Context: an optimization exercise on an open-source flow, tuned for small area, a short achievable clock period and few clock cycles. The choices shown serve that exercise and are no tape-out recipe. Where RTL was checked, it was by simulation tests only, not by an equivalence proof against the original. No functional check of the RTL was part of run 2.

==> flow/design.v (outline; a module is shown in full before it is edited, if it fits) <==
// module MTX_MUL: 368 lines
// module MTX_FA: 6 lines
// module MTX_HAN: 6 lines
module MTX_MUL( MP, ready, m1, m2, load, clk );
  // ...
==> flow/flow/run.sh <==
#!/bin/bash
# The standard layout (standard.sh), with two changes: ports are buffered with
# buf_1 instead of the default buffer, and CTS uses clkbuf_8 sink clusters
# without dummy loads. Each tool's output goes to flow.log here.
set -euo pipefail
bash standard.sh \
  "BUFFER_PORTS_ARGS=-buffer_cell sky130_fd_sc_hd__buf_1" \
  "CTS_ARGS=-sink_clustering_enable -repair_clock_nets -sink_clustering_size 20 -sink_clustering_max_diameter 50 -buf_list sky130_fd_sc_hd__clkbuf_8 -dont_use_dummy_load" \
  SETUP_SLACK_MARGIN=5.1 finish > flow.log 2>&1
==> flow/standard.sh <==
#!/bin/bash
# synth_recipe.tcl (not shown) runs the flow's synth.tcl, then flattens the netlist and writes it again
# the make line also repeats each setting of config.mk as NAME=value (left out here)
make -C /OpenROAD-flow-scripts/flow DESIGN_CONFIG=/design/flow/config.mk WORK_HOME=/design/flow/orfs CLKGATE_MAP_FILE= SYNTH_SCRIPT=/design/flow/synth_recipe.tcl "${@:-finish}"
==> flow/config.mk <==
export PLATFORM = sky130hd
export DESIGN_NAME = MTX_MUL
export DESIGN_NICKNAME = MTX_MUL
export VERILOG_FILES = /design/flow/design.v
export SDC_FILE = /design/flow/constraint.sdc
export NUM_CORES = 4
export LEC_CHECK = 0
export ABC_CLOCK_PERIOD_IN_PS = 4000
export CAP_MARGIN = 20
export CORE_MARGIN = 2
export CORE_UTILIZATION = 75
export CTS_BUF_LIST = sky130_fd_sc_hd__clkbuf_8
export CTS_CLUSTER_DIAMETER = 50
export CTS_CLUSTER_SIZE = 20
export SETUP_SLACK_MARGIN = 5.0
export SLEW_MARGIN = 20
export SYNTH_HIERARCHICAL = 1
export SYNTH_MINIMUM_KEEP_SIZE = 0
==> flow/constraint.sdc <==
create_clock -name core_clock -period 9.0 [get_ports {clk}]
set_input_delay 1.8000 -clock core_clock [delete_from_list [all_inputs] [get_ports {clk}]]
set_output_delay 1.8000 -clock core_clock [all_outputs]
set_load 0.01 [all_outputs]
==> out/qor.csv, run 1 <==
metric,value,unit
grt_overflow_total,0,
rows,50,
viasPerCell,5.59,
grt_max_degree,21,
holdPathEnd,b1[2][3]$_DFF_P_,
cts_root_buffer,clkbuf_8,
rr_worst_depth,7,
clk_latency,0.57,ns
dp_hpwl,19700,um
r2r_end,cs2a[8]$_DFF_P_,
n_tap_cell,260,
setup_viol,0,
drt_wl_total,25700,um
status,"complete, no violations",
drive_gt1_share,7.29,%
seq_area_share,47.6,%
highest_layer,met4,
relSlewSlack,42.4,%
tightest_slew,0.864,ns
syn2layout_area_growth,4.86,%
synth_area_leaders,"dfxtp_1 43%, fa_1 34%, nand2_1 6.8%",
synth-edff-count,32,
multi_input_area_share,46.2,%
async_reset_ff_share,0,%
endpoint,ready,
finClkSkew,0.0657,ns
rrSetupSlack,5.20,ns
largest_register,a,
grtUsageTotal,27.4,%
grt_pass1_wl,42200,um
Testbench counts, summed over its fixed seeds: cycles 6,144.
==> module MTX_MUL, before the edit <==
module MTX_MUL( MP, ready, m1, m2, load, clk );
	input[7:0] m1, m2;
	input load, clk;
	output[17:0] MP;
	output ready;
	reg [4:0] cnt;
	reg pl, run, rdyn;
	wire [4:0] idx = ( load & ~pl ) ? 5'd0 : cnt;
	always @( posedge clk ) begin
		pl  <= load;
		cnt <= idx + 5'd1;
		run <= load | ( run & ( idx != 5'd31 ) );
		rdyn <= ~( run & ( idx >= 5'd15 ) & ( idx != 5'd31 ) );
	end
	reg [7:0] a [0:11];
	integer k;
	always @( posedge clk ) begin
		a[0] <= m1;
		for( k = 1; k < 12; k = k + 1 ) a[k] <= a[k-1];
	end
	reg [7:0] ar0, ar1, ar2, ar3;
	always @( posedge clk ) begin
		if( idx[1:0] == 2'b00 ) begin
			ar0 <= a[11];
			ar1 <= a[10];
		end
		if( idx[1:0] == 2'b01 ) begin
			ar2 <= a[10];
			ar3 <= a[9];
		end
	end
	reg [7:0] b0 [0:3];
	reg [7:0] b1 [0:3];
	reg [7:0] b2 [0:3];
	reg [7:0] b3 [0:3];
	always @( posedge clk ) begin
		b0[0] <= ( load && idx[3:2] == 2'd0 ) ? m2 : b0[3];
		b1[0] <= ( load && idx[3:2] == 2'd1 ) ? m2 : b1[3];
		b2[0] <= ( load && idx[3:2] == 2'd2 ) ? m2 : b2[3];
		b3[0] <= ( load && idx[3:2] == 2'd3 ) ? m2 : b3[3];
		for( k = 1; k < 4; k = k + 1 ) begin
			b0[k] <= b0[k-1];
			b1[k] <= b1[k-1];
			b2[k] <= b2[k-1];
			b3[k] <= b3[k-1];
		end
	end
	wire [7:0] b0t = b0[0];
	wire [7:0] b1t = b1[0];
	wire [7:0] b2t = b2[1];
	wire [7:0] b3t = b3[1];
	reg [16:0] cs1a, cs1b;
	reg [17:0] cs2a, cs2b;
	reg [17:0] mp;
	wire s1_1, s1_2, s1_3, s1_4, s1_5, s1_6, s1_7, s1_8, s1_9, s1_10, s1_11, s1_12, s1_13, s1_14, s1_15, s1_16, s1_17, s1_18, s1_19, s1_20, s1_21, s1_22, s1_23, s1_24, s1_25, s1_26, s1_27, s1_28, s1_29, s1_30, s1_31, s1_32, s1_33, s1_34, s1_35, s1_36, s1_37, s1_38, s1_39, s1_40, s1_41, s1_42, s1_43, s1_44, s1_45, s1_46, s1_47, s1_48, s1_49, s1_50, s1_51, s1_52, s1_53, s1_54, s1_55, s1_56, s1_57, s1_58, s1_59, s1_60, s1_61, s1_62, s1_63, s1_64, s1_65, s1_66, s1_67, s1_68, s1_69, s1_70, s1_71, s1_72, s1_73, s1_74, s1_75, s1_76, s1_77, s1_78, s1_79, s1_80, s1_81, s1_82, s1_83, s1_84, s1_85, s1_86, s1_87, s1_88, s1_89, s1_90, s1_91, s1_92, s1_93, s1_94, s1_95, s1_96, s1_97, s1_98, s1_99, s1_100, s1_101, s1_102, s1_103, s1_104, s1_105, s1_106, s1_107, s1_108, s1_109, s1_110, s1_111, s1_112, s1_113, s1_114, s1_115, s1_116, s1_117, s1_118, s1_119, s1_120, s1_121, s1_122, s1_123, s1_124, s1_125, s1_126, s1_127, s1_128, s1_129, s1_130, s1_131, s1_132, s1_133, s1_134, s1_135, s1_136, s1_137, s1_138, s1_139, s1_140, s1_141, s1_142, s1_143, s1_144, s1_145, s1_146, s1_147, s1_148, s1_149, s1_150, s1_151, s1_152, s1_153, s1_154, s1_155, s1_156, s1_157, s1_158, s1_159, s1_160, s1_161, s1_162, s1_163, s1_164, s1_165, s1_166, s1_167, s1_168, s1_169, s1_170, s1_171, s1_172, s1_173, s1_174, s1_175, s1_176, s1_177, s1_178, s1_179, s1_180, s1_181, s1_182, s1_183, s1_184, s1_185, s1_186, s1_187, s1_188, s1_189, s1_190, s1_191, s1_192, s1_193, s1_194, s1_195, s1_196, s1_197, s1_198, s1_199, s1_200, s1_201, s1_202, s1_203, s1_204, s1_205, s1_206, s1_207, s1_208;
	MTX_FA u_s1_1 ( .a( ~( ar0[0] & b0t[6] ) ), .b( ~( ar0[1] & b0t[5] ) ), .c( ~( ar0[2] & b0t[4] ) ), .s( s1_1 ), .co( s1_2 ) );
	MTX_FA u_s1_3 ( .a( ~( ar0[0] & b0t[7] ) ), .b( ~( ar0[1] & b0t[6] ) ), .c( ~( ar0[2] & b0t[5] ) ), .s( s1_3 ), .co( s1_4 ) );
	MTX_FA u_s1_5 ( .a( ~( ar0[3] & b0t[4] ) ), .b( ~( ar0[4] & b0t[3] ) ), .c( ~( ar0[5] & b0t[2] ) ), .s( s1_5 ), .co( s1_6 ) );
	MTX_FA u_s1_7 ( .a( ~( ar0[1] & b0t[7] ) ), .b( ~( ar0[2] & b0t[6] ) ), .c( ~( ar0[3] & b0t[5] ) ), .s( s1_7 ), .co( s1_8 ) );
	MTX_FA u_s1_9 ( .a( ~( ar0[4] & b0t[4] ) ), .b( ~( ar0[5] & b0t[3] ) ), .c( ~( ar0[6] & b0t[2] ) ), .s( s1_9 ), .co( s1_10 ) );
	MTX_FA u_s1_11 ( .a( ~( ar0[2] & b0t[7] ) ), .b( ~( ar0[3] & b0t[6] ) ), .c( ~( ar0[4] & b0t[5] ) ), .s( s1_11 ), .co( s1_12 ) );
	MTX_FA u_s1_13 ( .a( ~( ar0[0] & b0t[4] ) ), .b( ~( ar0[1] & b0t[3] ) ), .c( ~( ar0[2] & b0t[2] ) ), .s( s1_13 ), .co( s1_14 ) );
	MTX_FA u_s1_15 ( .a( ~( ar0[0] & b0t[5] ) ), .b( ~( ar0[1] & b0t[4] ) ), .c( ~( ar0[2] & b0t[3] ) ), .s( s1_15 ), .co( s1_16 ) );
	MTX_FA u_s1_17 ( .a( ~( ar0[3] & b0t[2] ) ), .b( ~( ar0[4] & b0t[1] ) ), .c( ~( ar0[5] & b0t[0] ) ), .s( s1_17 ), .co( s1_18 ) );
	MTX_FA u_s1_19 ( .a( ~( ar0[3] & b0t[3] ) ), .b( ~( ar0[4] & b0t[2] ) ), .c( ~( ar0[5] & b0t[1] ) ), .s( s1_19 ), .co( s1_20 ) );
	MTX_FA u_s1_21 ( .a( ~( ar0[6] & b0t[0] ) ), .b( ~( ar1[0] & b1t[6] ) ), .c( ~( ar1[1] & b1t[5] ) ), .s( s1_21 ), .co( s1_22 ) );
	MTX_FA u_s1_23 ( .a( ~( ar1[2] & b1t[4] ) ), .b( ~( ar1[3] & b1t[3] ) ), .c( ~( ar1[4] & b1t[2] ) ), .s( s1_23 ), .co( s1_24 ) );
	MTX_FA u_s1_25 ( .a( ~( ar0[6] & b0t[1] ) ), .b( ~( ar0[7] & b0t[0] ) ), .c( ~( ar1[0] & b1t[7] ) ), .s( s1_25 ), .co( s1_26 ) );
	MTX_FA u_s1_27 ( .a( ~( ar1[1] & b1t[6] ) ), .b( ~( ar1[2] & b1t[5] ) ), .c( ~( ar1[3] & b1t[4] ) ), .s( s1_27 ), .co( s1_28 ) );
	MTX_FA u_s1_29 ( .a( ~( ar1[4] & b1t[3] ) ), .b( ~( ar1[5] & b1t[2] ) ), .c( ~( ar1[6] & b1t[1] ) ), .s( s1_29 ), .co( s1_30 ) );
	MTX_FA u_s1_31 ( .a( ~( ar1[7] & b1t[0] ) ), .b( s1_2 ), .c( s1_3 ), .s( s1_31 ), .co( s1_32 ) );
	MTX_FA u_s1_33 ( .a( ~( ar0[7] & b0t[1] ) ), .b( ~( ar1[1] & b1t[7] ) ), .c( ~( ar1[2] & b1t[6] ) ), .s( s1_33 ), .co( s1_34 ) );
	MTX_FA u_s1_35 ( .a( ~( ar1[3] & b1t[5] ) ), .b( ~( ar1[4] & b1t[4] ) ), .c( ~( ar1[5] & b1t[3] ) ), .s( s1_35 ), .co( s1_36 ) );
	MTX_FA u_s1_37 ( .a( ~( ar1[6] & b1t[2] ) ), .b( ~( ar1[7] & b1t[1] ) ), .c( s1_4 ), .s( s1_37 ), .co( s1_38 ) );
	MTX_FA u_s1_39 ( .a( s1_6 ), .b( s1_7 ), .c( s1_9 ), .s( s1_39 ), .co( s1_40 ) );
	MTX_FA u_s1_41 ( .a( ~( ar0[5] & b0t[4] ) ), .b( ~( ar0[6] & b0t[3] ) ), .c( ~( ar0[7] & b0t[2] ) ), .s( s1_41 ), .co( s1_42 ) );
	MTX_FA u_s1_43 ( .a( ~( ar1[2] & b1t[7] ) ), .b( ~( ar1[3] & b1t[6] ) ), .c( ~( ar1[4] & b1t[5] ) ), .s( s1_43 ), .co( s1_44 ) );
	MTX_FA u_s1_45 ( .a( ~( ar1[5] & b1t[4] ) ), .b( ~( ar1[6] & b1t[3] ) ), .c( ~( ar1[7] & b1t[2] ) ), .s( s1_45 ), .co( s1_46 ) );
	MTX_FA u_s1_47 ( .a( s1_10 ), .b( s1_11 ), .c( s1_8 ), .s( s1_47 ), .co( s1_48 ) );
	MTX_FA u_s1_49 ( .a( ~( ar0[3] & b0t[7] ) ), .b( ~( ar0[4] & b0t[6] ) ), .c( ~( ar0[5] & b0t[5] ) ), .s( s1_49 ), .co( s1_50 ) );
	MTX_FA u_s1_51 ( .a( ~( ar0[6] & b0t[4] ) ), .b( ~( ar0[7] & b0t[3] ) ), .c( ~( ar1[3] & b1t[7] ) ), .s( s1_51 ), .co( s1_52 ) );
	MTX_FA u_s1_53 ( .a( ~( ar1[4] & b1t[6] ) ), .b( ~( ar1[5] & b1t[5] ) ), .c( ~( ar1[6] & b1t[4] ) ), .s( s1_53 ), .co( s1_54 ) );
	MTX_FA u_s1_55 ( .a( ~( ar0[4] & b0t[7] ) ), .b( ~( ar0[5] & b0t[6] ) ), .c( ~( ar0[6] & b0t[5] ) ), .s( s1_55 ), .co( s1_56 ) );
	MTX_FA u_s1_57 ( .a( ~( ar0[0] & b0t[3] ) ), .b( ~( ar0[1] & b0t[2] ) ), .c( ~( ar0[2] & b0t[1] ) ), .s( s1_57 ), .co( s1_58 ) );
	MTX_FA u_s1_59 ( .a( ~( ar0[3] & b0t[1] ) ), .b( ~( ar0[4] & b0t[0] ) ), .c( ~( ar1[0] & b1t[4] ) ), .s( s1_59 ), .co( s1_60 ) );
	MTX_FA u_s1_61 ( .a( ~( ar1[1] & b1t[3] ) ), .b( ~( ar1[2] & b1t[2] ) ), .c( ~( ar1[3] & b1t[1] ) ), .s( s1_61 ), .co( s1_62 ) );
	MTX_FA u_s1_63 ( .a( ~( ar1[0] & b1t[5] ) ), .b( ~( ar1[1] & b1t[4] ) ), .c( ~( ar1[2] & b1t[3] ) ), .s( s1_63 ), .co( s1_64 ) );
	MTX_FA u_s1_65 ( .a( ~( ar1[3] & b1t[2] ) ), .b( ~( ar1[4] & b1t[1] ) ), .c( ~( ar1[5] & b1t[0] ) ), .s( s1_65 ), .co( s1_66 ) );
	MTX_FA u_s1_67 ( .a( s1_14 ), .b( s1_15 ), .c( s1_17 ), .s( s1_67 ), .co( s1_68 ) );
	MTX_FA u_s1_69 ( .a( ~( ar1[5] & b1t[1] ) ), .b( ~( ar1[6] & b1t[0] ) ), .c( s1_1 ), .s( s1_69 ), .co( s1_70 ) );
	MTX_FA u_s1_71 ( .a( s1_16 ), .b( s1_18 ), .c( s1_19 ), .s( s1_71 ), .co( s1_72 ) );
	MTX_FA u_s1_73 ( .a( s1_21 ), .b( s1_23 ), .c( 1'b1 ), .s( s1_73 ), .co( s1_74 ) );
	MTX_FA u_s1_75 ( .a( s1_20 ), .b( s1_22 ), .c( s1_24 ), .s( s1_75 ), .co( s1_76 ) );
	MTX_FA u_s1_77 ( .a( s1_25 ), .b( s1_27 ), .c( s1_29 ), .s( s1_77 ), .co( s1_78 ) );
	MTX_FA u_s1_79 ( .a( s1_5 ), .b( s1_31 ), .c( 1'b1 ), .s( s1_79 ), .co( s1_80 ) );
	MTX_FA u_s1_81 ( .a( s1_26 ), .b( s1_28 ), .c( s1_30 ), .s( s1_81 ), .co( s1_82 ) );
	MTX_FA u_s1_83 ( .a( s1_33 ), .b( s1_35 ), .c( s1_32 ), .s( s1_83 ), .co( s1_84 ) );
	MTX_FA u_s1_85 ( .a( s1_37 ), .b( s1_39 ), .c( 1'b1 ), .s( s1_85 ), .co( s1_86 ) );
	MTX_FA u_s1_87 ( .a( s1_34 ), .b( s1_36 ), .c( s1_41 ), .s( s1_87 ), .co( s1_88 ) );
	MTX_FA u_s1_89 ( .a( s1_43 ), .b( s1_45 ), .c( s1_38 ), .s( s1_89 ), .co( s1_90 ) );
	MTX_FA u_s1_91 ( .a( s1_40 ), .b( s1_47 ), .c( 1'b1 ), .s( s1_91 ), .co( s1_92 ) );
	MTX_FA u_s1_93 ( .a( ~( ar1[7] & b1t[3] ) ), .b( s1_12 ), .c( s1_42 ), .s( s1_93 ), .co( s1_94 ) );
	MTX_FA u_s1_95 ( .a( s1_44 ), .b( s1_46 ), .c( s1_49 ), .s( s1_95 ), .co( s1_96 ) );
	MTX_FA u_s1_97 ( .a( s1_51 ), .b( s1_53 ), .c( s1_48 ), .s( s1_97 ), .co( s1_98 ) );
	MTX_FA u_s1_99 ( .a( ~( ar0[7] & b0t[4] ) ), .b( ~( ar1[4] & b1t[7] ) ), .c( ~( ar1[5] & b1t[6] ) ), .s( s1_99 ), .co( s1_100 ) );
	MTX_FA u_s1_101 ( .a( ~( ar1[6] & b1t[5] ) ), .b( ~( ar1[7] & b1t[4] ) ), .c( s1_50 ), .s( s1_101 ), .co( s1_102 ) );
	MTX_FA u_s1_103 ( .a( s1_52 ), .b( s1_54 ), .c( s1_55 ), .s( s1_103 ), .co( s1_104 ) );
	MTX_FA u_s1_105 ( .a( ~( ar0[5] & b0t[7] ) ), .b( ~( ar0[6] & b0t[6] ) ), .c( ~( ar0[7] & b0t[5] ) ), .s( s1_105 ), .co( s1_106 ) );
	MTX_FA u_s1_107 ( .a( ~( ar1[5] & b1t[7] ) ), .b( ~( ar1[6] & b1t[6] ) ), .c( ~( ar1[7] & b1t[5] ) ), .s( s1_107 ), .co( s1_108 ) );
	MTX_FA u_s1_109 ( .a( ~( ar0[0] & b0t[2] ) ), .b( ~( ar0[1] & b0t[1] ) ), .c( ~( ar0[2] & b0t[0] ) ), .s( s1_109 ), .co( s1_110 ) );
	MTX_FA u_s1_111 ( .a( ~( ar0[3] & b0t[0] ) ), .b( ~( ar1[0] & b1t[3] ) ), .c( ~( ar1[1] & b1t[2] ) ), .s( s1_111 ), .co( s1_112 ) );
	MTX_FA u_s1_113 ( .a( ~( ar1[2] & b1t[1] ) ), .b( ~( ar1[3] & b1t[0] ) ), .c( s1_57 ), .s( s1_113 ), .co( s1_114 ) );
	MTX_FA u_s1_115 ( .a( ~( ar1[4] & b1t[0] ) ), .b( s1_13 ), .c( s1_58 ), .s( s1_115 ), .co( s1_116 ) );
	MTX_FA u_s1_117 ( .a( s1_59 ), .b( s1_61 ), .c( 1'b1 ), .s( s1_117 ), .co( s1_118 ) );
	MTX_FA u_s1_119 ( .a( s1_60 ), .b( s1_62 ), .c( s1_63 ), .s( s1_119 ), .co( s1_120 ) );
	MTX_FA u_s1_121 ( .a( s1_65 ), .b( s1_67 ), .c( 1'b1 ), .s( s1_121 ), .co( s1_122 ) );
	MTX_FA u_s1_123 ( .a( s1_64 ), .b( s1_66 ), .c( s1_68 ), .s( s1_123 ), .co( s1_124 ) );
	MTX_FA u_s1_125 ( .a( s1_69 ), .b( s1_71 ), .c( s1_73 ), .s( s1_125 ), .co( s1_126 ) );
	MTX_FA u_s1_127 ( .a( s1_70 ), .b( s1_72 ), .c( s1_74 ), .s( s1_127 ), .co( s1_128 ) );
	MTX_FA u_s1_129 ( .a( s1_75 ), .b( s1_77 ), .c( s1_79 ), .s( s1_129 ), .co( s1_130 ) );
	MTX_FA u_s1_131 ( .a( s1_76 ), .b( s1_78 ), .c( s1_81 ), .s( s1_131 ), .co( s1_132 ) );
	MTX_FA u_s1_133 ( .a( s1_80 ), .b( s1_83 ), .c( s1_85 ), .s( s1_133 ), .co( s1_134 ) );
	MTX_FA u_s1_135 ( .a( s1_82 ), .b( s1_87 ), .c( s1_84 ), .s( s1_135 ), .co( s1_136 ) );
	MTX_FA u_s1_137 ( .a( s1_86 ), .b( s1_89 ), .c( s1_91 ), .s( s1_137 ), .co( s1_138 ) );
	MTX_FA u_s1_139 ( .a( s1_88 ), .b( s1_93 ), .c( s1_95 ), .s( s1_139 ), .co( s1_140 ) );
	MTX_FA u_s1_141 ( .a( s1_90 ), .b( s1_92 ), .c( s1_97 ), .s( s1_141 ), .co( s1_142 ) );
	MTX_FA u_s1_143 ( .a( s1_99 ), .b( s1_101 ), .c( s1_103 ), .s( s1_143 ), .co( s1_144 ) );
	MTX_FA u_s1_145 ( .a( s1_94 ), .b( s1_96 ), .c( s1_98 ), .s( s1_145 ), .co( s1_146 ) );
	MTX_FA u_s1_147 ( .a( s1_100 ), .b( s1_105 ), .c( s1_107 ), .s( s1_147 ), .co( s1_148 ) );
	MTX_FA u_s1_149 ( .a( s1_56 ), .b( s1_102 ), .c( s1_104 ), .s( s1_149 ), .co( s1_150 ) );
	MTX_FA u_s1_151 ( .a( ~( ar0[6] & b0t[7] ) ), .b( ~( ar0[7] & b0t[6] ) ), .c( ~( ar1[6] & b1t[7] ) ), .s( s1_151 ), .co( s1_152 ) );
	MTX_FA u_s1_153 ( .a( ~( ar1[7] & b1t[6] ) ), .b( s1_106 ), .c( s1_108 ), .s( s1_153 ), .co( s1_154 ) );
	MTX_FA u_s1_155 ( .a( ~( ar0[0] & b0t[1] ) ), .b( ~( ar0[1] & b0t[0] ) ), .c( ~( ar1[0] & b1t[1] ) ), .s( s1_155 ), .co( s1_156 ) );
	MTX_FA u_s1_157 ( .a( ~( ar1[0] & b1t[2] ) ), .b( ~( ar1[1] & b1t[1] ) ), .c( ~( ar1[2] & b1t[0] ) ), .s( s1_157 ), .co( s1_158 ) );
	MTX_FA u_s1_159 ( .a( s1_110 ), .b( s1_111 ), .c( s1_113 ), .s( s1_159 ), .co( s1_160 ) );
	MTX_FA u_s1_161 ( .a( s1_112 ), .b( s1_114 ), .c( s1_115 ), .s( s1_161 ), .co( s1_162 ) );
	MTX_FA u_s1_163 ( .a( s1_116 ), .b( s1_118 ), .c( s1_119 ), .s( s1_163 ), .co( s1_164 ) );
	MTX_FA u_s1_165 ( .a( s1_120 ), .b( s1_122 ), .c( s1_123 ), .s( s1_165 ), .co( s1_166 ) );
	MTX_FA u_s1_167 ( .a( s1_124 ), .b( s1_126 ), .c( s1_127 ), .s( s1_167 ), .co( s1_168 ) );
	MTX_FA u_s1_169 ( .a( s1_128 ), .b( s1_131 ), .c( s1_130 ), .s( s1_169 ), .co( s1_170 ) );
	MTX_FA u_s1_171 ( .a( s1_132 ), .b( s1_134 ), .c( s1_135 ), .s( s1_171 ), .co( s1_172 ) );
	MTX_FA u_s1_173 ( .a( s1_139 ), .b( s1_136 ), .c( s1_138 ), .s( s1_173 ), .co( s1_174 ) );
	MTX_FA u_s1_175 ( .a( s1_140 ), .b( s1_143 ), .c( s1_142 ), .s( s1_175 ), .co( s1_176 ) );
	MTX_FA u_s1_177 ( .a( s1_147 ), .b( s1_144 ), .c( s1_149 ), .s( s1_177 ), .co( s1_178 ) );
	MTX_FA u_s1_179 ( .a( s1_151 ), .b( s1_148 ), .c( s1_153 ), .s( s1_179 ), .co( s1_180 ) );
	MTX_FA u_s1_181 ( .a( ~( ar0[7] & b0t[7] ) ), .b( ~( ar1[7] & b1t[7] ) ), .c( s1_152 ), .s( s1_181 ), .co( s1_182 ) );
	MTX_FA u_s1_183 ( .a( s1_109 ), .b( s1_156 ), .c( s1_157 ), .s( s1_183 ), .co( s1_184 ) );
	MTX_FA u_s1_185 ( .a( s1_158 ), .b( s1_159 ), .c( 1'b1 ), .s( s1_185 ), .co( s1_186 ) );
	MTX_FA u_s1_187 ( .a( s1_117 ), .b( s1_160 ), .c( s1_161 ), .s( s1_187 ), .co( s1_188 ) );
	MTX_FA u_s1_189 ( .a( s1_121 ), .b( s1_162 ), .c( s1_163 ), .s( s1_189 ), .co( s1_190 ) );
	MTX_FA u_s1_191 ( .a( s1_125 ), .b( s1_164 ), .c( s1_165 ), .s( s1_191 ), .co( s1_192 ) );
	MTX_FA u_s1_193 ( .a( s1_129 ), .b( s1_166 ), .c( s1_167 ), .s( s1_193 ), .co( s1_194 ) );
	MTX_FA u_s1_195 ( .a( s1_133 ), .b( s1_168 ), .c( s1_169 ), .s( s1_195 ), .co( s1_196 ) );
	MTX_FA u_s1_197 ( .a( s1_137 ), .b( s1_170 ), .c( s1_171 ), .s( s1_197 ), .co( s1_198 ) );
	MTX_FA u_s1_199 ( .a( s1_141 ), .b( s1_172 ), .c( s1_173 ), .s( s1_199 ), .co( s1_200 ) );
	MTX_FA u_s1_201 ( .a( s1_145 ), .b( s1_174 ), .c( s1_175 ), .s( s1_201 ), .co( s1_202 ) );
	MTX_FA u_s1_203 ( .a( s1_146 ), .b( s1_177 ), .c( s1_176 ), .s( s1_203 ), .co( s1_204 ) );
	MTX_FA u_s1_205 ( .a( s1_150 ), .b( s1_179 ), .c( s1_178 ), .s( s1_205 ), .co( s1_206 ) );
	MTX_FA u_s1_207 ( .a( s1_154 ), .b( s1_181 ), .c( s1_180 ), .s( s1_207 ), .co( s1_208 ) );
	wire [16:0] s1a = { 1'b1, s1_182, s1_207, s1_205, s1_203, s1_201, s1_199, s1_197, s1_195, s1_193, s1_191, s1_189, s1_187, s1_185, s1_183, ~( ar1[1] & b1t[0] ), ~( ar0[0] & b0t[0] ) };
	wire [16:0] s1b = { 1'b1, s1_208, s1_206, s1_204, s1_202, s1_200, s1_198, s1_196, s1_194, s1_192, s1_190, s1_188, s1_186, s1_184, 1'b1, s1_155, ~( ar1[0] & b1t[0] ) };
	wire s2_1, s2_2, s2_3, s2_4, s2_5, s2_6, s2_7, s2_8, s2_9, s2_10, s2_11, s2_12, s2_13, s2_14, s2_15, s2_16, s2_17, s2_18, s2_19, s2_20, s2_21, s2_22, s2_23, s2_24, s2_25, s2_26, s2_27, s2_28, s2_29, s2_30, s2_31, s2_32, s2_33, s2_34, s2_35, s2_36, s2_37, s2_38, s2_39, s2_40, s2_41, s2_42, s2_43, s2_44, s2_45, s2_46, s2_47, s2_48, s2_49, s2_50, s2_51, s2_52, s2_53, s2_54, s2_55, s2_56, s2_57, s2_58, s2_59, s2_60, s2_61, s2_62, s2_63, s2_64, s2_65, s2_66, s2_67, s2_68, s2_69, s2_70, s2_71, s2_72, s2_73, s2_74, s2_75, s2_76, s2_77, s2_78, s2_79, s2_80, s2_81, s2_82, s2_83, s2_84, s2_85, s2_86, s2_87, s2_88, s2_89, s2_90, s2_91, s2_92, s2_93, s2_94, s2_95, s2_96, s2_97, s2_98, s2_99, s2_100, s2_101, s2_102, s2_103, s2_104, s2_105, s2_106, s2_107, s2_108, s2_109, s2_110, s2_111, s2_112, s2_113, s2_114, s2_115, s2_116, s2_117, s2_118, s2_119, s2_120, s2_121, s2_122, s2_123, s2_124, s2_125, s2_126, s2_127, s2_128, s2_129, s2_130, s2_131, s2_132, s2_133, s2_134, s2_135, s2_136, s2_137, s2_138, s2_139, s2_140, s2_141, s2_142, s2_143, s2_144, s2_145, s2_146, s2_147, s2_148, s2_149, s2_150, s2_151, s2_152, s2_153, s2_154, s2_155, s2_156, s2_157, s2_158, s2_159, s2_160, s2_161, s2_162, s2_163, s2_164, s2_165, s2_166, s2_167, s2_168, s2_169, s2_170, s2_171, s2_172, s2_173, s2_174, s2_175, s2_176, s2_177, s2_178, s2_179, s2_180, s2_181, s2_182, s2_183, s2_184, s2_185, s2_186, s2_187, s2_188, s2_189, s2_190, s2_191, s2_192, s2_193, s2_194, s2_195, s2_196, s2_197, s2_198, s2_199, s2_200, s2_201, s2_202, s2_203, s2_204, s2_205, s2_206, s2_207, s2_208, s2_209, s2_210, s2_211, s2_212, s2_213, s2_214, s2_215, s2_216, s2_217, s2_218, s2_219, s2_220, s2_221, s2_222, s2_223, s2_224, s2_225, s2_226, s2_227, s2_228, s2_229, s2_230, s2_231, s2_232, s2_233, s2_234, s2_235, s2_236, s2_237, s2_238, s2_239, s2_240, s2_241, s2_242, s2_243, s2_244, s2_245, s2_246, s2_247, s2_248, s2_249, s2_250, s2_251, s2_252, s2_253, s2_254, s2_255, s2_256, s2_257, s2_258, s2_259, s2_260, s2_261, s2_262, s2_263, s2_264, s2_265, s2_266, s2_267, s2_268, s2_269, s2_270, s2_271, s2_272;
	MTX_FA u_s2_1 ( .a( cs1a[5] ), .b( cs1b[5] ), .c( ~( ar2[0] & b2t[5] ) ), .s( s2_1 ), .co( s2_2 ) );
	MTX_FA u_s2_3 ( .a( cs1a[6] ), .b( cs1b[6] ), .c( ~( ar2[0] & b2t[6] ) ), .s( s2_3 ), .co( s2_4 ) );
	MTX_FA u_s2_5 ( .a( ~( ar2[1] & b2t[5] ) ), .b( ~( ar2[2] & b2t[4] ) ), .c( ~( ar2[3] & b2t[3] ) ), .s( s2_5 ), .co( s2_6 ) );
	MTX_FA u_s2_7 ( .a( cs1a[7] ), .b( cs1b[7] ), .c( ~( ar2[0] & b2t[7] ) ), .s( s2_7 ), .co( s2_8 ) );
	MTX_FA u_s2_9 ( .a( ~( ar2[1] & b2t[6] ) ), .b( ~( ar2[2] & b2t[5] ) ), .c( ~( ar2[3] & b2t[4] ) ), .s( s2_9 ), .co( s2_10 ) );
	MTX_FA u_s2_11 ( .a( ~( ar2[4] & b2t[3] ) ), .b( ~( ar2[5] & b2t[2] ) ), .c( ~( ar2[6] & b2t[1] ) ), .s( s2_11 ), .co( s2_12 ) );
	MTX_FA u_s2_13 ( .a( ~( ar2[7] & b2t[0] ) ), .b( ~( ar3[0] & b3t[7] ) ), .c( ~( ar3[1] & b3t[6] ) ), .s( s2_13 ), .co( s2_14 ) );
	MTX_FA u_s2_15 ( .a( cs1a[8] ), .b( cs1b[8] ), .c( ~( ar2[1] & b2t[7] ) ), .s( s2_15 ), .co( s2_16 ) );
	MTX_FA u_s2_17 ( .a( ~( ar2[2] & b2t[6] ) ), .b( ~( ar2[3] & b2t[5] ) ), .c( ~( ar2[4] & b2t[4] ) ), .s( s2_17 ), .co( s2_18 ) );
	MTX_FA u_s2_19 ( .a( ~( ar2[5] & b2t[3] ) ), .b( ~( ar2[6] & b2t[2] ) ), .c( ~( ar2[7] & b2t[1] ) ), .s( s2_19 ), .co( s2_20 ) );
	MTX_FA u_s2_21 ( .a( ~( ar3[1] & b3t[7] ) ), .b( ~( ar3[2] & b3t[6] ) ), .c( ~( ar3[3] & b3t[5] ) ), .s( s2_21 ), .co( s2_22 ) );
	MTX_FA u_s2_23 ( .a( cs1a[9] ), .b( cs1b[9] ), .c( ~( ar2[2] & b2t[7] ) ), .s( s2_23 ), .co( s2_24 ) );
	MTX_FA u_s2_25 ( .a( ~( ar2[3] & b2t[6] ) ), .b( ~( ar2[4] & b2t[5] ) ), .c( ~( ar2[5] & b2t[4] ) ), .s( s2_25 ), .co( s2_26 ) );
	MTX_FA u_s2_27 ( .a( ~( ar2[6] & b2t[3] ) ), .b( ~( ar2[7] & b2t[2] ) ), .c( ~( ar3[2] & b3t[7] ) ), .s( s2_27 ), .co( s2_28 ) );
	MTX_FA u_s2_29 ( .a( cs1a[10] ), .b( cs1b[10] ), .c( ~( ar2[3] & b2t[7] ) ), .s( s2_29 ), .co( s2_30 ) );
	MTX_FA u_s2_31 ( .a( cs1a[3] ), .b( cs1b[3] ), .c( ~( ar2[0] & b2t[3] ) ), .s( s2_31 ), .co( s2_32 ) );
	MTX_FA u_s2_33 ( .a( cs1a[4] ), .b( cs1b[4] ), .c( ~( ar2[0] & b2t[4] ) ), .s( s2_33 ), .co( s2_34 ) );
	MTX_FA u_s2_35 ( .a( ~( ar2[1] & b2t[3] ) ), .b( ~( ar2[2] & b2t[2] ) ), .c( ~( ar2[3] & b2t[1] ) ), .s( s2_35 ), .co( s2_36 ) );
	MTX_FA u_s2_37 ( .a( ~( ar2[1] & b2t[4] ) ), .b( ~( ar2[2] & b2t[3] ) ), .c( ~( ar2[3] & b2t[2] ) ), .s( s2_37 ), .co( s2_38 ) );
	MTX_FA u_s2_39 ( .a( ~( ar2[4] & b2t[1] ) ), .b( ~( ar2[5] & b2t[0] ) ), .c( ~( ar3[0] & b3t[5] ) ), .s( s2_39 ), .co( s2_40 ) );
	MTX_FA u_s2_41 ( .a( ~( ar3[1] & b3t[4] ) ), .b( ~( ar3[2] & b3t[3] ) ), .c( ~( ar3[3] & b3t[2] ) ), .s( s2_41 ), .co( s2_42 ) );
	MTX_FA u_s2_43 ( .a( ~( ar2[4] & b2t[2] ) ), .b( ~( ar2[5] & b2t[1] ) ), .c( ~( ar2[6] & b2t[0] ) ), .s( s2_43 ), .co( s2_44 ) );
	MTX_FA u_s2_45 ( .a( ~( ar3[0] & b3t[6] ) ), .b( ~( ar3[1] & b3t[5] ) ), .c( ~( ar3[2] & b3t[4] ) ), .s( s2_45 ), .co( s2_46 ) );
	MTX_FA u_s2_47 ( .a( ~( ar3[3] & b3t[3] ) ), .b( ~( ar3[4] & b3t[2] ) ), .c( ~( ar3[5] & b3t[1] ) ), .s( s2_47 ), .co( s2_48 ) );
	MTX_FA u_s2_49 ( .a( ~( ar3[6] & b3t[0] ) ), .b( s2_2 ), .c( s2_3 ), .s( s2_49 ), .co( s2_50 ) );
	MTX_FA u_s2_51 ( .a( ~( ar3[2] & b3t[5] ) ), .b( ~( ar3[3] & b3t[4] ) ), .c( ~( ar3[4] & b3t[3] ) ), .s( s2_51 ), .co( s2_52 ) );
	MTX_FA u_s2_53 ( .a( ~( ar3[5] & b3t[2] ) ), .b( ~( ar3[6] & b3t[1] ) ), .c( ~( ar3[7] & b3t[0] ) ), .s( s2_53 ), .co( s2_54 ) );
	MTX_FA u_s2_55 ( .a( s2_11 ), .b( s2_13 ), .c( s2_4 ), .s( s2_55 ), .co( s2_56 ) );
	MTX_FA u_s2_57 ( .a( s2_6 ), .b( s2_7 ), .c( s2_9 ), .s( s2_57 ), .co( s2_58 ) );
	MTX_FA u_s2_59 ( .a( ~( ar3[4] & b3t[4] ) ), .b( ~( ar3[5] & b3t[3] ) ), .c( ~( ar3[6] & b3t[2] ) ), .s( s2_59 ), .co( s2_60 ) );
	MTX_FA u_s2_61 ( .a( ~( ar3[7] & b3t[1] ) ), .b( s2_10 ), .c( s2_12 ), .s( s2_61 ), .co( s2_62 ) );
	MTX_FA u_s2_63 ( .a( s2_14 ), .b( s2_15 ), .c( s2_17 ), .s( s2_63 ), .co( s2_64 ) );
	MTX_FA u_s2_65 ( .a( s2_19 ), .b( s2_21 ), .c( s2_8 ), .s( s2_65 ), .co( s2_66 ) );
	MTX_FA u_s2_67 ( .a( ~( ar3[3] & b3t[6] ) ), .b( ~( ar3[4] & b3t[5] ) ), .c( ~( ar3[5] & b3t[4] ) ), .s( s2_67 ), .co( s2_68 ) );
	MTX_FA u_s2_69 ( .a( ~( ar3[6] & b3t[3] ) ), .b( ~( ar3[7] & b3t[2] ) ), .c( s2_16 ), .s( s2_69 ), .co( s2_70 ) );
	MTX_FA u_s2_71 ( .a( s2_18 ), .b( s2_20 ), .c( s2_22 ), .s( s2_71 ), .co( s2_72 ) );
	MTX_FA u_s2_73 ( .a( s2_23 ), .b( s2_25 ), .c( s2_27 ), .s( s2_73 ), .co( s2_74 ) );
	MTX_FA u_s2_75 ( .a( ~( ar2[4] & b2t[6] ) ), .b( ~( ar2[5] & b2t[5] ) ), .c( ~( ar2[6] & b2t[4] ) ), .s( s2_75 ), .co( s2_76 ) );
	MTX_FA u_s2_77 ( .a( ~( ar2[7] & b2t[3] ) ), .b( ~( ar3[3] & b3t[7] ) ), .c( ~( ar3[4] & b3t[6] ) ), .s( s2_77 ), .co( s2_78 ) );
	MTX_FA u_s2_79 ( .a( ~( ar3[5] & b3t[5] ) ), .b( ~( ar3[6] & b3t[4] ) ), .c( ~( ar3[7] & b3t[3] ) ), .s( s2_79 ), .co( s2_80 ) );
	MTX_FA u_s2_81 ( .a( s2_24 ), .b( s2_26 ), .c( s2_28 ), .s( s2_81 ), .co( s2_82 ) );
	MTX_FA u_s2_83 ( .a( cs1a[11] ), .b( cs1b[11] ), .c( ~( ar2[4] & b2t[7] ) ), .s( s2_83 ), .co( s2_84 ) );
	MTX_FA u_s2_85 ( .a( ~( ar2[5] & b2t[6] ) ), .b( ~( ar2[6] & b2t[5] ) ), .c( ~( ar2[7] & b2t[4] ) ), .s( s2_85 ), .co( s2_86 ) );
	MTX_FA u_s2_87 ( .a( ~( ar3[4] & b3t[7] ) ), .b( ~( ar3[5] & b3t[6] ) ), .c( ~( ar3[6] & b3t[5] ) ), .s( s2_87 ), .co( s2_88 ) );
	MTX_FA u_s2_89 ( .a( cs1a[12] ), .b( cs1b[12] ), .c( ~( ar2[5] & b2t[7] ) ), .s( s2_89 ), .co( s2_90 ) );
	MTX_FA u_s2_91 ( .a( cs1a[2] ), .b( cs1b[2] ), .c( ~( ar2[0] & b2t[2] ) ), .s( s2_91 ), .co( s2_92 ) );
	MTX_FA u_s2_93 ( .a( ~( ar2[1] & b2t[2] ) ), .b( ~( ar2[2] & b2t[1] ) ), .c( ~( ar2[3] & b2t[0] ) ), .s( s2_93 ), .co( s2_94 ) );
	MTX_FA u_s2_95 ( .a( ~( ar3[0] & b3t[3] ) ), .b( ~( ar3[1] & b3t[2] ) ), .c( ~( ar3[2] & b3t[1] ) ), .s( s2_95 ), .co( s2_96 ) );
	MTX_FA u_s2_97 ( .a( ~( ar2[4] & b2t[0] ) ), .b( ~( ar3[0] & b3t[4] ) ), .c( ~( ar3[1] & b3t[3] ) ), .s( s2_97 ), .co( s2_98 ) );
	MTX_FA u_s2_99 ( .a( ~( ar3[2] & b3t[2] ) ), .b( ~( ar3[3] & b3t[1] ) ), .c( ~( ar3[4] & b3t[0] ) ), .s( s2_99 ), .co( s2_100 ) );
	MTX_FA u_s2_101 ( .a( s2_32 ), .b( s2_33 ), .c( s2_35 ), .s( s2_101 ), .co( s2_102 ) );
	MTX_FA u_s2_103 ( .a( ~( ar3[4] & b3t[1] ) ), .b( ~( ar3[5] & b3t[0] ) ), .c( s2_1 ), .s( s2_103 ), .co( s2_104 ) );
	MTX_FA u_s2_105 ( .a( s2_34 ), .b( s2_36 ), .c( s2_37 ), .s( s2_105 ), .co( s2_106 ) );
	MTX_FA u_s2_107 ( .a( s2_39 ), .b( s2_41 ), .c( 1'b1 ), .s( s2_107 ), .co( s2_108 ) );
	MTX_FA u_s2_109 ( .a( s2_38 ), .b( s2_40 ), .c( s2_42 ), .s( s2_109 ), .co( s2_110 ) );
	MTX_FA u_s2_111 ( .a( s2_43 ), .b( s2_45 ), .c( s2_47 ), .s( s2_111 ), .co( s2_112 ) );
	MTX_FA u_s2_113 ( .a( s2_5 ), .b( s2_49 ), .c( 1'b1 ), .s( s2_113 ), .co( s2_114 ) );
	MTX_FA u_s2_115 ( .a( s2_44 ), .b( s2_46 ), .c( s2_48 ), .s( s2_115 ), .co( s2_116 ) );
	MTX_FA u_s2_117 ( .a( s2_51 ), .b( s2_53 ), .c( s2_50 ), .s( s2_117 ), .co( s2_118 ) );
	MTX_FA u_s2_119 ( .a( s2_55 ), .b( s2_57 ), .c( 1'b1 ), .s( s2_119 ), .co( s2_120 ) );
	MTX_FA u_s2_121 ( .a( s2_52 ), .b( s2_54 ), .c( s2_59 ), .s( s2_121 ), .co( s2_122 ) );
	MTX_FA u_s2_123 ( .a( s2_56 ), .b( s2_58 ), .c( s2_61 ), .s( s2_123 ), .co( s2_124 ) );
	MTX_FA u_s2_125 ( .a( s2_63 ), .b( s2_65 ), .c( 1'b1 ), .s( s2_125 ), .co( s2_126 ) );
	MTX_FA u_s2_127 ( .a( s2_60 ), .b( s2_67 ), .c( s2_62 ), .s( s2_127 ), .co( s2_128 ) );
	MTX_FA u_s2_129 ( .a( s2_64 ), .b( s2_66 ), .c( s2_69 ), .s( s2_129 ), .co( s2_130 ) );
	MTX_FA u_s2_131 ( .a( s2_71 ), .b( s2_73 ), .c( 1'b1 ), .s( s2_131 ), .co( s2_132 ) );
	MTX_FA u_s2_133 ( .a( s2_29 ), .b( s2_68 ), .c( s2_75 ), .s( s2_133 ), .co( s2_134 ) );
	MTX_FA u_s2_135 ( .a( s2_77 ), .b( s2_79 ), .c( s2_70 ), .s( s2_135 ), .co( s2_136 ) );
	MTX_FA u_s2_137 ( .a( s2_72 ), .b( s2_74 ), .c( s2_81 ), .s( s2_137 ), .co( s2_138 ) );
	MTX_FA u_s2_139 ( .a( ~( ar3[7] & b3t[4] ) ), .b( s2_30 ), .c( s2_76 ), .s( s2_139 ), .co( s2_140 ) );
	MTX_FA u_s2_141 ( .a( s2_78 ), .b( s2_80 ), .c( s2_83 ), .s( s2_141 ), .co( s2_142 ) );
	MTX_FA u_s2_143 ( .a( s2_85 ), .b( s2_87 ), .c( s2_82 ), .s( s2_143 ), .co( s2_144 ) );
	MTX_FA u_s2_145 ( .a( ~( ar2[6] & b2t[6] ) ), .b( ~( ar2[7] & b2t[5] ) ), .c( ~( ar3[5] & b3t[7] ) ), .s( s2_145 ), .co( s2_146 ) );
	MTX_FA u_s2_147 ( .a( ~( ar3[6] & b3t[6] ) ), .b( ~( ar3[7] & b3t[5] ) ), .c( s2_84 ), .s( s2_147 ), .co( s2_148 ) );
	MTX_FA u_s2_149 ( .a( s2_86 ), .b( s2_88 ), .c( s2_89 ), .s( s2_149 ), .co( s2_150 ) );
	MTX_FA u_s2_151 ( .a( cs1a[13] ), .b( cs1b[13] ), .c( ~( ar2[6] & b2t[7] ) ), .s( s2_151 ), .co( s2_152 ) );
	MTX_FA u_s2_153 ( .a( ~( ar2[7] & b2t[6] ) ), .b( ~( ar3[6] & b3t[7] ) ), .c( ~( ar3[7] & b3t[6] ) ), .s( s2_153 ), .co( s2_154 ) );
	MTX_FA u_s2_155 ( .a( cs1a[1] ), .b( cs1b[1] ), .c( ~( ar2[0] & b2t[1] ) ), .s( s2_155 ), .co( s2_156 ) );
	MTX_FA u_s2_157 ( .a( ~( ar2[1] & b2t[1] ) ), .b( ~( ar2[2] & b2t[0] ) ), .c( ~( ar3[0] & b3t[2] ) ), .s( s2_157 ), .co( s2_158 ) );
	MTX_FA u_s2_159 ( .a( ~( ar3[1] & b3t[1] ) ), .b( ~( ar3[2] & b3t[0] ) ), .c( s2_91 ), .s( s2_159 ), .co( s2_160 ) );
	MTX_FA u_s2_161 ( .a( ~( ar3[3] & b3t[0] ) ), .b( s2_31 ), .c( s2_92 ), .s( s2_161 ), .co( s2_162 ) );
	MTX_FA u_s2_163 ( .a( s2_93 ), .b( s2_95 ), .c( 1'b1 ), .s( s2_163 ), .co( s2_164 ) );
	MTX_FA u_s2_165 ( .a( s2_94 ), .b( s2_96 ), .c( s2_97 ), .s( s2_165 ), .co( s2_166 ) );
	MTX_FA u_s2_167 ( .a( s2_99 ), .b( s2_101 ), .c( 1'b1 ), .s( s2_167 ), .co( s2_168 ) );
	MTX_FA u_s2_169 ( .a( s2_100 ), .b( s2_98 ), .c( s2_102 ), .s( s2_169 ), .co( s2_170 ) );
	MTX_FA u_s2_171 ( .a( s2_103 ), .b( s2_105 ), .c( s2_107 ), .s( s2_171 ), .co( s2_172 ) );
	MTX_FA u_s2_173 ( .a( s2_104 ), .b( s2_106 ), .c( s2_108 ), .s( s2_173 ), .co( s2_174 ) );
	MTX_FA u_s2_175 ( .a( s2_109 ), .b( s2_111 ), .c( s2_113 ), .s( s2_175 ), .co( s2_176 ) );
	MTX_FA u_s2_177 ( .a( s2_110 ), .b( s2_112 ), .c( s2_115 ), .s( s2_177 ), .co( s2_178 ) );
	MTX_FA u_s2_179 ( .a( s2_114 ), .b( s2_117 ), .c( s2_119 ), .s( s2_179 ), .co( s2_180 ) );
	MTX_FA u_s2_181 ( .a( s2_116 ), .b( s2_121 ), .c( s2_118 ), .s( s2_181 ), .co( s2_182 ) );
	MTX_FA u_s2_183 ( .a( s2_120 ), .b( s2_123 ), .c( s2_125 ), .s( s2_183 ), .co( s2_184 ) );
	MTX_FA u_s2_185 ( .a( s2_122 ), .b( s2_124 ), .c( s2_126 ), .s( s2_185 ), .co( s2_186 ) );
	MTX_FA u_s2_187 ( .a( s2_127 ), .b( s2_129 ), .c( s2_131 ), .s( s2_187 ), .co( s2_188 ) );
	MTX_FA u_s2_189 ( .a( s2_133 ), .b( s2_128 ), .c( s2_130 ), .s( s2_189 ), .co( s2_190 ) );
	MTX_FA u_s2_191 ( .a( s2_132 ), .b( s2_135 ), .c( s2_137 ), .s( s2_191 ), .co( s2_192 ) );
	MTX_FA u_s2_193 ( .a( s2_134 ), .b( s2_139 ), .c( s2_141 ), .s( s2_193 ), .co( s2_194 ) );
	MTX_FA u_s2_195 ( .a( s2_136 ), .b( s2_138 ), .c( s2_143 ), .s( s2_195 ), .co( s2_196 ) );
	MTX_FA u_s2_197 ( .a( s2_145 ), .b( s2_140 ), .c( s2_142 ), .s( s2_197 ), .co( s2_198 ) );
	MTX_FA u_s2_199 ( .a( s2_147 ), .b( s2_149 ), .c( s2_144 ), .s( s2_199 ), .co( s2_200 ) );
	MTX_FA u_s2_201 ( .a( s2_146 ), .b( s2_151 ), .c( s2_153 ), .s( s2_201 ), .co( s2_202 ) );
	MTX_FA u_s2_203 ( .a( s2_90 ), .b( s2_148 ), .c( s2_150 ), .s( s2_203 ), .co( s2_204 ) );
	MTX_FA u_s2_205 ( .a( cs1a[14] ), .b( cs1b[14] ), .c( ~( ar2[7] & b2t[7] ) ), .s( s2_205 ), .co( s2_206 ) );
	MTX_FA u_s2_207 ( .a( ~( ar3[7] & b3t[7] ) ), .b( s2_152 ), .c( s2_154 ), .s( s2_207 ), .co( s2_208 ) );
	MTX_FA u_s2_209 ( .a( cs1a[0] ), .b( cs1b[0] ), .c( ~( ar2[0] & b2t[0] ) ), .s( s2_209 ), .co( s2_210 ) );
	MTX_FA u_s2_211 ( .a( ~( ar2[1] & b2t[0] ) ), .b( ~( ar3[0] & b3t[1] ) ), .c( ~( ar3[1] & b3t[0] ) ), .s( s2_211 ), .co( s2_212 ) );
	MTX_FA u_s2_213 ( .a( s2_156 ), .b( s2_157 ), .c( s2_159 ), .s( s2_213 ), .co( s2_214 ) );
	MTX_FA u_s2_215 ( .a( s2_158 ), .b( s2_160 ), .c( s2_161 ), .s( s2_215 ), .co( s2_216 ) );
	MTX_FA u_s2_217 ( .a( s2_162 ), .b( s2_164 ), .c( s2_165 ), .s( s2_217 ), .co( s2_218 ) );
	MTX_FA u_s2_219 ( .a( s2_166 ), .b( s2_168 ), .c( s2_169 ), .s( s2_219 ), .co( s2_220 ) );
	MTX_FA u_s2_221 ( .a( s2_170 ), .b( s2_172 ), .c( s2_173 ), .s( s2_221 ), .co( s2_222 ) );
	MTX_FA u_s2_223 ( .a( s2_174 ), .b( s2_177 ), .c( s2_176 ), .s( s2_223 ), .co( s2_224 ) );
	MTX_FA u_s2_225 ( .a( s2_178 ), .b( s2_180 ), .c( s2_181 ), .s( s2_225 ), .co( s2_226 ) );
	MTX_FA u_s2_227 ( .a( s2_182 ), .b( s2_184 ), .c( s2_185 ), .s( s2_227 ), .co( s2_228 ) );
	MTX_FA u_s2_229 ( .a( s2_186 ), .b( s2_188 ), .c( s2_189 ), .s( s2_229 ), .co( s2_230 ) );
	MTX_FA u_s2_231 ( .a( s2_193 ), .b( s2_190 ), .c( s2_192 ), .s( s2_231 ), .co( s2_232 ) );
	MTX_FA u_s2_233 ( .a( s2_194 ), .b( s2_197 ), .c( s2_196 ), .s( s2_233 ), .co( s2_234 ) );
	MTX_FA u_s2_235 ( .a( s2_201 ), .b( s2_198 ), .c( s2_203 ), .s( s2_235 ), .co( s2_236 ) );
	MTX_FA u_s2_237 ( .a( s2_205 ), .b( s2_202 ), .c( s2_207 ), .s( s2_237 ), .co( s2_238 ) );
	MTX_FA u_s2_239 ( .a( cs1a[15] ), .b( cs1b[15] ), .c( s2_206 ), .s( s2_239 ), .co( s2_240 ) );
	MTX_FA u_s2_241 ( .a( s2_155 ), .b( s2_210 ), .c( s2_211 ), .s( s2_241 ), .co( s2_242 ) );
	MTX_FA u_s2_243 ( .a( s2_212 ), .b( s2_213 ), .c( 1'b1 ), .s( s2_243 ), .co( s2_244 ) );
	MTX_FA u_s2_245 ( .a( s2_163 ), .b( s2_214 ), .c( s2_215 ), .s( s2_245 ), .co( s2_246 ) );
	MTX_FA u_s2_247 ( .a( s2_167 ), .b( s2_216 ), .c( s2_217 ), .s( s2_247 ), .co( s2_248 ) );
	MTX_FA u_s2_249 ( .a( s2_171 ), .b( s2_218 ), .c( s2_219 ), .s( s2_249 ), .co( s2_250 ) );
	MTX_FA u_s2_251 ( .a( s2_175 ), .b( s2_220 ), .c( s2_221 ), .s( s2_251 ), .co( s2_252 ) );
	MTX_FA u_s2_253 ( .a( s2_179 ), .b( s2_222 ), .c( s2_223 ), .s( s2_253 ), .co( s2_254 ) );
	MTX_FA u_s2_255 ( .a( s2_183 ), .b( s2_224 ), .c( s2_225 ), .s( s2_255 ), .co( s2_256 ) );
	MTX_FA u_s2_257 ( .a( s2_187 ), .b( s2_226 ), .c( s2_227 ), .s( s2_257 ), .co( s2_258 ) );
	MTX_FA u_s2_259 ( .a( s2_191 ), .b( s2_228 ), .c( s2_229 ), .s( s2_259 ), .co( s2_260 ) );
	MTX_FA u_s2_261 ( .a( s2_195 ), .b( s2_230 ), .c( s2_231 ), .s( s2_261 ), .co( s2_262 ) );
	MTX_FA u_s2_263 ( .a( s2_199 ), .b( s2_232 ), .c( s2_233 ), .s( s2_263 ), .co( s2_264 ) );
	MTX_FA u_s2_265 ( .a( s2_200 ), .b( s2_235 ), .c( s2_234 ), .s( s2_265 ), .co( s2_266 ) );
	MTX_FA u_s2_267 ( .a( s2_204 ), .b( s2_237 ), .c( s2_236 ), .s( s2_267 ), .co( s2_268 ) );
	MTX_FA u_s2_269 ( .a( s2_208 ), .b( s2_239 ), .c( s2_238 ), .s( s2_269 ), .co( s2_270 ) );
	MTX_FA u_s2_271 ( .a( cs1a[16] ), .b( cs1b[16] ), .c( s2_240 ), .s( s2_271 ), .co( s2_272 ) );
	wire [17:0] s2a = { s2_272, s2_271, s2_269, s2_267, s2_265, s2_263, s2_261, s2_259, s2_257, s2_255, s2_253, s2_251, s2_249, s2_247, s2_245, s2_243, s2_241, ~( ar3[0] & b3t[0] ) };
	wire [17:0] s2b = { 1'b1, s2_270, s2_268, s2_266, s2_264, s2_262, s2_260, s2_258, s2_256, s2_254, s2_252, s2_250, s2_248, s2_246, s2_244, s2_242, 1'b1, s2_209 };
	wire pg0_1, pg0_3, pp0_3, pg0_5, pp0_5, pg0_7, pp0_7, pg0_9, pp0_9, pg0_11, pp0_11, pg0_13, pp0_13, pg0_15, pp0_15, pg0_17, pp0_17, pg1_2, pg1_3, pg1_6, pp1_6, pg1_7, pp1_7, pg1_10, pp1_10, pg1_11, pp1_11, pg1_14, pp1_14, pg1_15, pp1_15, pg2_4, pg2_5, pg2_6, pg2_7, pg2_12, pp2_12, pg2_13, pp2_13, pg2_14, pp2_14, pg2_15, pp2_15, pg3_8, pg3_9, pg3_10, pg3_11, pg3_12, pg3_13, pg3_14, pg3_15, pg4_16, pg4_17;
	wire [17:0] ag = cs2a & cs2b;
	wire [17:0] ap = cs2a ^ cs2b;
	wire ag0 = ag[0] | ap[0];
	assign pg0_1 = ag[1] | ( ap[1] & ag0 );
	assign pg0_3 = ag[3] | ( ap[3] & ag[2] );
	assign pp0_3 = ap[3] & ap[2];
	assign pg0_5 = ag[5] | ( ap[5] & ag[4] );
	assign pp0_5 = ap[5] & ap[4];
	assign pg0_7 = ag[7] | ( ap[7] & ag[6] );
	assign pp0_7 = ap[7] & ap[6];
	assign pg0_9 = ag[9] | ( ap[9] & ag[8] );
	assign pp0_9 = ap[9] & ap[8];
	assign pg0_11 = ag[11] | ( ap[11] & ag[10] );
	assign pp0_11 = ap[11] & ap[10];
	assign pg0_13 = ag[13] | ( ap[13] & ag[12] );
	assign pp0_13 = ap[13] & ap[12];
	assign pg0_15 = ag[15] | ( ap[15] & ag[14] );
	assign pp0_15 = ap[15] & ap[14];
	assign pg0_17 = ag[17] | ( ap[17] & ag[16] );
	assign pp0_17 = ap[17] & ap[16];
	assign pg1_2 = ag[2] | ( ap[2] & pg0_1 );
	assign pg1_3 = pg0_3 | ( pp0_3 & pg0_1 );
	assign pg1_6 = ag[6] | ( ap[6] & pg0_5 );
	assign pp1_6 = ap[6] & pp0_5;
	assign pg1_7 = pg0_7 | ( pp0_7 & pg0_5 );
	assign pp1_7 = pp0_7 & pp0_5;
	assign pg1_10 = ag[10] | ( ap[10] & pg0_9 );
	assign pp1_10 = ap[10] & pp0_9;
	assign pg1_11 = pg0_11 | ( pp0_11 & pg0_9 );
	assign pp1_11 = pp0_11 & pp0_9;
	assign pg1_14 = ag[14] | ( ap[14] & pg0_13 );
	assign pp1_14 = ap[14] & pp0_13;
	assign pg1_15 = pg0_15 | ( pp0_15 & pg0_13 );
	assign pp1_15 = pp0_15 & pp0_13;
	assign pg2_4 = ag[4] | ( ap[4] & pg1_3 );
	assign pg2_5 = pg0_5 | ( pp0_5 & pg1_3 );
	assign pg2_6 = pg1_6 | ( pp1_6 & pg1_3 );
	assign pg2_7 = pg1_7 | ( pp1_7 & pg1_3 );
	assign pg2_12 = ag[12] | ( ap[12] & pg1_11 );
	assign pp2_12 = ap[12] & pp1_11;
	assign pg2_13 = pg0_13 | ( pp0_13 & pg1_11 );
	assign pp2_13 = pp0_13 & pp1_11;
	assign pg2_14 = pg1_14 | ( pp1_14 & pg1_11 );
	assign pp2_14 = pp1_14 & pp1_11;
	assign pg2_15 = pg1_15 | ( pp1_15 & pg1_11 );
	assign pp2_15 = pp1_15 & pp1_11;
	assign pg3_8 = ag[8] | ( ap[8] & pg2_7 );
	assign pg3_9 = pg0_9 | ( pp0_9 & pg2_7 );
	assign pg3_10 = pg1_10 | ( pp1_10 & pg2_7 );
	assign pg3_11 = pg1_11 | ( pp1_11 & pg2_7 );
	assign pg3_12 = pg2_12 | ( pp2_12 & pg2_7 );
	assign pg3_13 = pg2_13 | ( pp2_13 & pg2_7 );
	assign pg3_14 = pg2_14 | ( pp2_14 & pg2_7 );
	assign pg3_15 = pg2_15 | ( pp2_15 & pg2_7 );
	assign pg4_16 = ag[16] | ( ap[16] & pg3_15 );
	assign pg4_17 = pg0_17 | ( pp0_17 & pg3_15 );
	wire [17:0] fsum = { ( ap[17] ^ pg4_16 ), ( ap[16] ^ pg3_15 ), ( ap[15] ^ pg3_14 ), ( ap[14] ^ pg3_13 ), ( ap[13] ^ pg3_12 ), ( ap[12] ^ pg3_11 ), ( ap[11] ^ pg3_10 ), ( ap[10] ^ pg3_9 ), ( ap[9] ^ pg3_8 ), ( ap[8] ^ pg2_7 ), ( ap[7] ^ pg2_6 ), ( ap[6] ^ pg2_5 ), ( ap[5] ^ pg2_4 ), ( ap[4] ^ pg1_3 ), ( ap[3] ^ pg1_2 ), ( ap[2] ^ pg0_1 ), ( ap[1] ^ ag0 ), ~ap[0] };
	always @( posedge clk ) begin
		cs1a <= s1a;
		cs1b <= s1b;
		cs2a <= s2a;
		cs2b <= s2b;
		mp <= ~fsum;
	end
	assign ready = ~( rdyn | load );
	assign MP = mp;
endmodule
==> run 2, diff against run 1 <==
--- a/flow/design.v
+++ b/flow/design.v
@@ -7,9 +7,8 @@
 	reg [4:0] cnt;
-	reg pl, run, rdyn;
+	reg pl, rdyn;
 	wire [4:0] idx = ( load & ~pl ) ? 5'd0 : cnt;
 	always @( posedge clk ) begin
-		pl  <= load;
-		cnt <= idx + 5'd1;
-		run <= load | ( run & ( idx != 5'd31 ) );
-		rdyn <= ~( run & ( idx >= 5'd15 ) & ( idx != 5'd31 ) );
+		pl <= load;
+		if( load | ( cnt != 5'd31 ) ) cnt <= idx + 5'd1;
+		rdyn <= ~( ( idx >= 5'd15 ) & ( idx != 5'd31 ) );
 	end
@@ -37,6 +36,6 @@
 	always @( posedge clk ) begin
-		b0[0] <= ( load && idx[3:2] == 2'd0 ) ? m2 : b0[3];
-		b1[0] <= ( load && idx[3:2] == 2'd1 ) ? m2 : b1[3];
-		b2[0] <= ( load && idx[3:2] == 2'd2 ) ? m2 : b2[3];
-		b3[0] <= ( load && idx[3:2] == 2'd3 ) ? m2 : b3[3];
+		b0[0] <= ( idx[4:2] == 3'd0 ) ? m2 : b0[3];
+		b1[0] <= ( idx[4:2] == 3'd1 ) ? m2 : b1[3];
+		b2[0] <= ( idx[4:2] == 3'd2 ) ? m2 : b2[3];
+		b3[0] <= ( idx[4:2] == 3'd3 ) ? m2 : b3[3];
 		for( k = 1; k < 4; k = k + 1 ) begin
==> flow/flow/run.sh (replaced) <==
#!/bin/bash
# The standard layout (standard.sh), with two changes: ports are buffered with
# buf_1 instead of the default buffer, and CTS uses small clkbuf_4 sink clusters
# without dummy loads. Each tool's output goes to flow.log here.
set -euo pipefail
bash standard.sh \
  "BUFFER_PORTS_ARGS=-buffer_cell sky130_fd_sc_hd__buf_1" \
  "CTS_ARGS=-sink_clustering_enable -repair_clock_nets -sink_clustering_size 10 -sink_clustering_max_diameter 35 -buf_list sky130_fd_sc_hd__clkbuf_4 -dont_use_dummy_load" \
  finish > flow.log 2>&1
--- a/flow/config.mk
+++ b/flow/config.mk
@@ -10,3 +10,3 @@
 export CORE_MARGIN = 2
-export CORE_UTILIZATION = 75
+export CORE_UTILIZATION = 80
 export CTS_BUF_LIST = sky130_fd_sc_hd__clkbuf_8
==> out/qor.csv, run 2 <==
metric,value,unit,change
start_kind,input pin,,unchanged
ys_top_cells_by_count,"309 x dfxtp_1, 267 x nand2_1, 244 x fa_1",,"was 315 x dfxtp_1, 265 x nand2_1, 244 x fa_1"
synthCells,1062,,"was 1,063"
cts_sinks,346,,was 347
slew_violations,0,,unchanged
min_path_type,register to register,,unchanged
fmax,0.251,GHz,was 0.257 GHz
antenna_found_initial,1,,was 0
portBuffers,36,,unchanged
rsz0062_at_grt,false,,was true
routabilityCongestion,0.900,,was 0.914
finClkSkew,0.0675,ns,was 0.0657 ns
num_vias,7791,,"was 7,503"
cts_buffers,46,,was 26
crit_chain,buf_1 > nor2_1 > buf_2,,was buf_8 > nor2_2 > buf_2
cts_setup_buffers,0,,unchanged
synth_top_area_cell,dfxtp_1,,unchanged
drt_iter0_drc,550,,was 394
synth-edff-count,37,,was 32
yosysMostFrequentCell,dfxtp_1,,unchanged
timing.final.ws_setup,5.02,ns,was 5.11 ns
tightest_slew,0.999,ns,was 0.864 ns
crit_family,buffers and inverters,,unchanged
synth_ff_type,dfxtp_1,,unchanged
critical_path_peak_fanout,5,,was 8
grtUsageTotal,31.6,%,was 27.4%
max_stage_delay,0.15,ns,was 0.12 ns
synthDominantCellAreaShare,42.2,%,was 43.3%
viasPerCell,5.88,,was 5.59
grt_pass1_vias,9131,,"was 8,204"
avgSynthCellArea,13.8,sq um,was 13.7 sq um
fin_area,15200,sq um,"was 15,300 sq um"
cts_tree,done,,unchanged
required,7.20,ns,about the same
yosys_register_bits,346,,was 347
fin_crit,3.98,ns,was 3.89 ns
fp.dieArea,19400,sq um,"was 20,600 sq um"
relSlewSlack,33.1,%,was 42.4%
yosysSeqAreaShare,49.8,%,about the same
syn2layout_area_growth,3.91,%,was 4.86%
largest_register,a,,unchanged
largest_reg_flops,96,,unchanged
start_util,81.6,%,was 77.2%
critPathBufInv,2,,unchanged
status,"complete, no violations",,unchanged
core_area,18000,sq um,"was 18,900 sq um"
drcViolationCount,0,,unchanged
cp_slowest_cell,buf_2,,unchanged
drive_gt1_share,8.32,%,was 7.29%
final.setup.tns,0,ns,unchanged
fp.dieW,139,um,was 143 um
setup_viol,0,,unchanged
async_reset_ff_share,0,%,unchanged
finalNetCount,1377,,"was 1,368"
finalHoldViolations,0,,unchanged
ys_warn_count,12,,unchanged
design.portCount,37,,unchanged
drt_wl_total,28100,um,"was 25,700 um"
die_y,139,um,was 143 um
dpl_cell_area,14900,sq um,about the same
synth_area_leaders,"dfxtp_1 42%, fa_1 33%, edfxtp_1 7.6%",,"was dfxtp_1 43%, fa_1 34%, nand2_1 6.8%"
critPathKind,input pin to output pin,,unchanged
syn_area,14700,sq um,"was 14,600 sq um"
rows,49,,was 50
dp_hpwl,20900,um,"was 19,700 um"
clk_latency,0.65,ns,was 0.57 ns
grt_max_degree,17,,was 21
cts_max_level,2,,was 1
wl_per_cell,21.2,um,was 19.1 um
clkTransAtPathRegs,0.09,ns,was 0.11 ns
dp_slack,4.99,ns,was 4.97 ns
critPathCaptureType,output pin,,unchanged
synth_cell_types,46,,was 42
ctsHoldBuffers,0,,unchanged
grt_pass1_wl,46400,um,"was 42,200 um"
cp.arrival,2.18,ns,was 2.09 ns
cts_root_buffer,clkbuf_4,,was clkbuf_8
antenna_left,0,,unchanged
final_common_cell,dfxtp_1,,unchanged
cap_violations,0,,unchanged
min_period_over_period,44.2,%,was 43.2%
clk_path_buf_depth,3,,unchanged
post_cts_resized,1,,was 4
final_cell_mix,"309 x dfxtp_1, 267 x nand2_1, 244 x fa_1",,"was 310 x dfxtp_1, 265 x nand2_1, 244 x fa_1"
grt_overflow_total,0,,unchanged
dr.pass1.iters,5,,unchanged
[run 2: changes by cell type in the layout (fill, tap and decap cells not counted), moves of 3 or more]
cell      delta
buf_4        -7
clkbuf_4    +46
clkbuf_8    -26
dfxtp_2      -5
edfxtp_1     +5
inv_1        -3
mux2_1       -3
mux2_2       +3
[run 2: final timing paths]
path,cells after the start,end,startpoint,slack (ns)
max,3,ready,load,5.02
min reg2reg,0,b1[3][4]$_DFF_P_,b1[2][4]$_DFF_P_,0.28
min,0,b1[3][4]$_DFF_P_,b1[2][4]$_DFF_P_,0.28
max reg2reg,7,cs1a[11]$_DFF_P_,b0[0][4]$_DFF_P_,5.22
[run 2: layer usage]
metal / track usage, % / routed length [um] / vias to the layer above
met5: 0 / 0 / -
met4: 17.1 / 1650 / 0
met3: 6.47 / 1790 / 117
met2: 53.6 / 14500 / 373
met1: 38.7 / 10200 / 3976
li1: - / - / 3325
[run 2: logic make-up (layout without fill, tap and decap cells)]
logic type               after synthesis  count (layout)  synth area share [%]
flip-flops                           346             346                  49.8
AND/OR/NAND/NOR                      298             298                  8.39
adder cells (fa/ha/maj)              263             263                  35.0
buffers and inverters                 81              96                  2.14
multiplexers                          32              32                  2.46
AO/OA/AOI/OAI                         28              28                  1.45
XOR/XNOR                              13              13                 0.777
other                                  1              19                0.0256
[run 2: modules after synthesis, one instance, submodules excluded]
module   cells  cell area [sq um]  flops+latches  times used
MTX_FA       1               20.0              0         240
MTX_MUL    822               9850            346           1
[run 2: cell type report]
cell class                 count  area, sq um
clock buffer                  46          345
fill                         886         2740
tap                          229          287
inverter                      14         52.6
antenna                        1         2.50
timing repair buffer          36          136
multi-input combinational    652         7110
sequential                   346         7300
[run 2: metrics by stage]
stage | util, % | instances | hold slack (ns)
floorplan | - | 1079 | 0.310
global route | 84.8 | 1324 | 0.278
CTS | 84.7 | 1323 | 0.276
detailed placement | 82.8 | 1277 | 0.312
global placement | 82.8 | 1277 | 0.310
finish | 84.8 | 1324 | 0.278
[run 2: worst register-to-register path, delay by kind of cell, from the launching register on]
family / cells / cell delay (ns)
adders and majority gates: 6 / 2.90
DFF: 1 / 0.61
and+or+nand+nor: 1 / 0.16

-- separate check: timing with driven ports --
The results above use ideal ports. As a check the final layouts listed here were re-extracted and re-timed, cells and wires unchanged.
Step 1, drivers: a clkbuf_16 drives clk and a buf_2 each remaining input, both assumed.
Step 2 times the ports against the registers' clock, not the clock port: input delays grow and output delays shrink by t, the midpoint of the rising clock arrivals with the driver on.
a / b / c = ideal / step 1 / step 2; a / b = the first two.
run	t, ns	slack for setup (ns)
run 1	0.579	5.111 / 5.070 / 5.070
run 2	0.652	5.019 / 4.997 / 4.997
After both steps setup and hold are still met in every run listed.
